Source: an optimization exercise on an open RTL-to-GDS flow (aim: small area). Production flows keep margins and buffers that such runs may drop.
Function was checked by simulation only, so behaviour that the tests miss may differ from the original.
Power figures rest on the tool's default switching activity, not on a simulated workload.

## flow/design.v (module list and top-level ports; edited modules follow where they fit)
// module muldiv: 518 lines
// module fftq: 499 lines
// module cpu: 150 lines
module cpu (
    input wire clk,
    input wire reset,
    input wire [18:0] instr,
    output wire [18:0] pc,
    output wire halted,
    output wire rf_we,
    output wire [3:0] rf_waddr,
    output wire [18:0] rf_wdata,
    output wire dm_we,
    output wire [3:0] dm_waddr,
    output wire [18:0] dm_wdata
);
  // ...
==> flow/flow/run.sh <==
#!/bin/bash
# The standard ORFS flow (standard.sh), with three changes to how the layout is made:
#  - port buffers use the smallest buffer (sky130_fd_sc_hd__buf_1);
#  - clock-tree sink clusters of up to 30 flip-flops within 70 um;
#  - no CTS dummy loads.
# make's output goes to standard.log; ORFS's per-step logs stay under orfs/logs.
set -e
cat >> config.mk <<'EOC'
export BUFFER_PORTS_ARGS = -buffer_cell sky130_fd_sc_hd__buf_1
export CTS_ARGS = -sink_clustering_enable -repair_clock_nets -dont_use_dummy_load -sink_clustering_size 30 -sink_clustering_max_diameter 70
EOC
bash standard.sh > standard.log 2>&1
==> flow/standard.sh <==
#!/bin/bash
# synth_recipe.tcl (not shown) runs the flow's synth.tcl, then flattens the netlist and writes it again
# the make line also repeats each setting of config.mk as NAME=value (left out here)
make -C /OpenROAD-flow-scripts/flow DESIGN_CONFIG=/design/flow/config.mk WORK_HOME=/design/flow/orfs CLKGATE_MAP_FILE= SYNTH_SCRIPT=/design/flow/synth_recipe.tcl "${@:-finish}"
==> flow/config.mk <==
export PLATFORM = sky130hd
export DESIGN_NAME = cpu
export DESIGN_NICKNAME = cpu
export VERILOG_FILES = /design/flow/design.v
export SDC_FILE = /design/flow/constraint.sdc
export NUM_CORES = 4
export LEC_CHECK = 0
export CAP_MARGIN = 20
export CORE_MARGIN = 2
export CORE_UTILIZATION = 50
export SLEW_MARGIN = 20
export BUFFER_PORTS_ARGS = -buffer_cell sky130_fd_sc_hd__buf_1
export CTS_ARGS = -sink_clustering_enable -repair_clock_nets -dont_use_dummy_load -sink_clustering_size 30 -sink_clustering_max_diameter 70
==> flow/constraint.sdc <==
create_clock -name core_clock -period 250.0 [get_ports {clk}]
set_input_delay 50.0000 -clock core_clock [delete_from_list [all_inputs] [get_ports {clk}]]
set_output_delay 50.0000 -clock core_clock [all_outputs]
set_load 0.01 [all_outputs]
==> flow_summary.ini, run 1 <==
[outcome]
status = timing/DRC/antenna clean

[detailed_routing]
wl_met2_mm = 75.4

[clock_network]
cts_tree = yes
cts_buffer_depth = 3
insertion_delay_ps = 630

[finish]
sh_seq_area_pct = 45.2

[global_route]
antenna_found_initial = 4

[die]
tap_cells = 1144
dieArea_um2 = 89000

[logic_synthesis]
synth_area_per_cell_um2 = 12.0
yosys.area.top_type = edfxtp_1
netlist.area_leader.share_pct = 46.1
yosys.cell_types.count = 104
synth_most_common_cell = edfxtp_1
synth_edf_count = 664
synth_area_leaders = edfxtp_1 46%, fa_1 13%, a22oi_1 3.2%

[pwr]
power.group.top = combinational cells
finalPower_uw = 454
power.switching_uw = 191
comb-power_uw = 251

[worst_setup_path]
path_class = in2out
r2r_slack_ps = 161720
cp.arrival_ps = 137220
crit_required_ps = 200000

[sta]
worst_slack_ps = 62780

[placed_design]
dp_hpwl_mm = 115
place.gp.congestion = 1.03
==> run 2: changes to the inputs <==
--- a/flow/config.mk
+++ b/flow/config.mk
@@ -10,2 +10,3 @@
 export CORE_UTILIZATION = 50
+export PLACE_DENSITY = 0.75
 export SLEW_MARGIN = 20
==> run 2 against run 1 <==
  * Still clean on timing, DRC and antenna
  * Worst setup slack better by 230 ps
  * Clock power down 2%
  * Combinational power about the same
  * Sequential share of layout area up 0.14 points
  * Flip-flop and latch count unchanged
  * Largest power group unchanged
  * Highest routed layer unchanged
==> flow_summary.ini, run 2 <==
[logic_synthesis]
synthAdderAreaFrac_pct = 14.3
ys_async_sr_fraction_pct = 6.48
yosys.cell_types.count = 104
synthMuxAreaShare_pct = 3.54
syn_inst = 3595
synth_compound_area_share_pct = 16.1
synth-simple-area-share_pct = 11.9
synth_most_common_cell = edfxtp_1
synth-xor-area-share_pct = 1.42
synth_area_per_cell_um2 = 12.0
yosys_warnings = 3
yosysSeqAreaShare_pct = 48.7
syn_area_um2 = 43300
yosys.area.top_type = edfxtp_1
synth_edf_count = 664
ys_ff_latch = 710
netlist.area_leader.share_pct = 46.1
synthFlopType = edfxtp_1
synth_common_cells = 664 x edfxtp_1, 273 x nand2_1, 272 x fa_1
synth_area_leaders = edfxtp_1 46%, fa_1 13%, a22oi_1 3.2%
synth_top_family_by_area = compound AO/OA/AOI/OAI gates

[clock_network]
root_buffer = clkbuf_16
postCtsHoldBufs = 0
cts.sinks = 710
htree_levels = 2
ctsResizeCount = 0
cts_buffer_depth = 3
insertion_delay_ps = 640
numCtsBuffers = 35
postCtsSetupRepairBufs = 0
clkTransAtPathRegs_ps = 80
cts_tree = yes

[placed_design]
portBuffers = 80
dp_hpwl_mm = 108
placed_area_um2 = 45600
place.gp.congestion = 0.993
dp_cells = 4762

[detailed_routing]
wire_per_inst_um = 33.0
via_per_inst = 7.14
drt_iter0_markers = 6793
ant_nets = 0
finalWirelength_mm = 158
drt_pass1_iterations = 9
drc = 0
num_vias = 34300

[die]
die_height_um = 298
initial_core_util_pct = 50.6
core-area_um2 = 85500
dieArea_um2 = 89000
floorplan.rows = 107
dieWidth_um = 298
ios = 89

[finish]
seq_area_um2 = 21100
final-instance-count-excl-fill = 4805
fin_area_um2 = 46500
syn_to_final_growth_pct = 7.44
fillerInstances = 7065
final_layout_size_suffix_gt1_share_pct = 10.2
final_common_cell = edfxtp_1
largest_reg_flops = 304
top_regs = dm (304), rf (285), stk (75)
largest_register = dm
final_nets = 4009
layout_common_cells = 664 x edfxtp_1, 273 x nand2_1, 272 x fa_1, 217 x nor2_1, 184 x a22oi_1
multi_input_area_um2 = 20800

[sta]
clock.fmax_mhz = 5.35
setup_violations = 0
fin_crit_ps = 186990
rsz0062_at_grt = false
skew_ps = 120
hold_viol = 0
finalSetupTns_ps = 0
worstMarginPinSlew_ps = 1290
slew_headroom_pct = 13.7
finalCritPeriodShare_pct = 74.8
slew_viol_final = 0

[worst_setup_path]
crit_path_frequent_cell = fa_1
path_max_fanout = 37
r2r_slack_ps = 162840
worstSetupEndpointType = output port
startpoint_type = input port
crit_slowest_cell = and4_1
crit_required_ps = 200000
path_class = in2out
cp.arrival_ps = 136990
max_stage_delay_ps = 1090

[pwr]
finalPower_uw = 456
power.density_nw_per_um2 = 9.80
vdd_ir_drop_max_mv = 0.0103
p_leak_nw = 16.3

[global_route]
grt_pass1_vias = 33700
globalRouteOverflowTotal = 0
antenna_found_initial = 10
grt_pass1_wl_mm = 230
grt_max_degree = 73
track_usage_pct = 35.2

[flow_run]
max-cap-violations = 0

[outcome]
status = timing/DRC/antenna clean

[hold_path]
worstHoldPathType = reg2reg
run 2: cell counts after synthesis:
Identical to the previous run, type by type.
run 2: area by class of cell:
type,instances,share of cell area (%)
diodes,8,0.0430
clock buffers,35,1.88
inverters,185,1.49
multi-input cells,2472,44.7
flip-flops and latches,710,45.3
well taps,1144,3.08
repair buffers,251,3.43
run 2: layer usage:
metal,GRT usage (%),vias to the layer above,part of all wire (%)
met5,0,-,0.025
met4,19.5,6,6.9
met2,51.9,3015,43
met1,46.9,16800,36
li1,-,13800,-
met3,10.0,674,14
run 2: kinds of logic (layout without fill, tap and decap cells):
group | count (synthesis) | count (layout)
mux | 119 | 119
fa+ha+maj | 333 | 333
flops | 710 | 710
simple gates | 996 | 996
buf+inv | 420 | 471
compound gates | 946 | 946
xor+xnor | 70 | 70
other cells | 1 | 16
run 2: worst paths after layout:
path	from	endpoint	cells after the start
max in group asynchronous	reset	dv[12]	3
max	instr[0]	rf_wdata[18]	273
min	dv[12]	dv[12]	1
min reg2reg	dv[12]	dv[12]	1
max reg2reg	dv[4]	pcr[4]	274
min in group asynchronous	reset	pcr[10]	3
run 2: worst max-delay path, delay by kind of cell:
family / cells / cell delay [ps]
buf+inv: 25 / 3040
simple gates: 33 / 8300
xor+xnor: 2 / 310
compound gates: 31 / 5720
fa+ha+maj: 171 / 66970
mux: 11 / 2670
run 2: stage by stage:
step                      util [%]  hold slack (ps)  setup slack (ps)
after global routing          54.4              497             58870
after floorplan                  -              435             68880
after global placement        53.3              453             65180
after CTS                     54.3              476             63270
final                         54.4              474             63010
after detailed placement      53.3              455             63660
run 2: power breakdown:
part | total (mW) | switching [mW] | leakage, nW | internal [mW]
Sequential | 0.143 | 0.00583 | 6.66 | 0.137
Clock | 0.0603 | 0.0351 | 0.431 | 0.0252
Combinational | 0.253 | 0.152 | 9.22 | 0.101
Total | 0.456 | 0.193 | 16.3 | 0.263

[port drivers added, routing unchanged]
How much do the figures lean on ideal ports? The routed layouts below were timed once more, with nothing changed but the port constraints.
Step 1, drivers: a clkbuf_16 drives clk and a buf_2 each remaining input, both assumed.
Step 2 adds t to the input delays and takes it off the output delays; t is the mean of the earliest and latest rising clock arrival at the registers after step 1. Input paths then give back, and output paths get back, about the clock's delay inside the block.
Three values: no drivers, after step 1, after step 2; two values: the first two.
| run | t, ns | setup WS [ns] | worst data-port slew with drivers (ns) |
|---|---|---|---|
| run 1 | 0.639 | 62.778 / 62.750 / 62.750 | 0.10 |
| run 2 | 0.654 | 63.012 / 62.989 / 62.989 | 0.11 |
After both steps setup and hold are still met in every run listed. The setup slack of run 1, which loses most, moves by -0.028 ns with the drivers and by -0.028 ns with both steps.
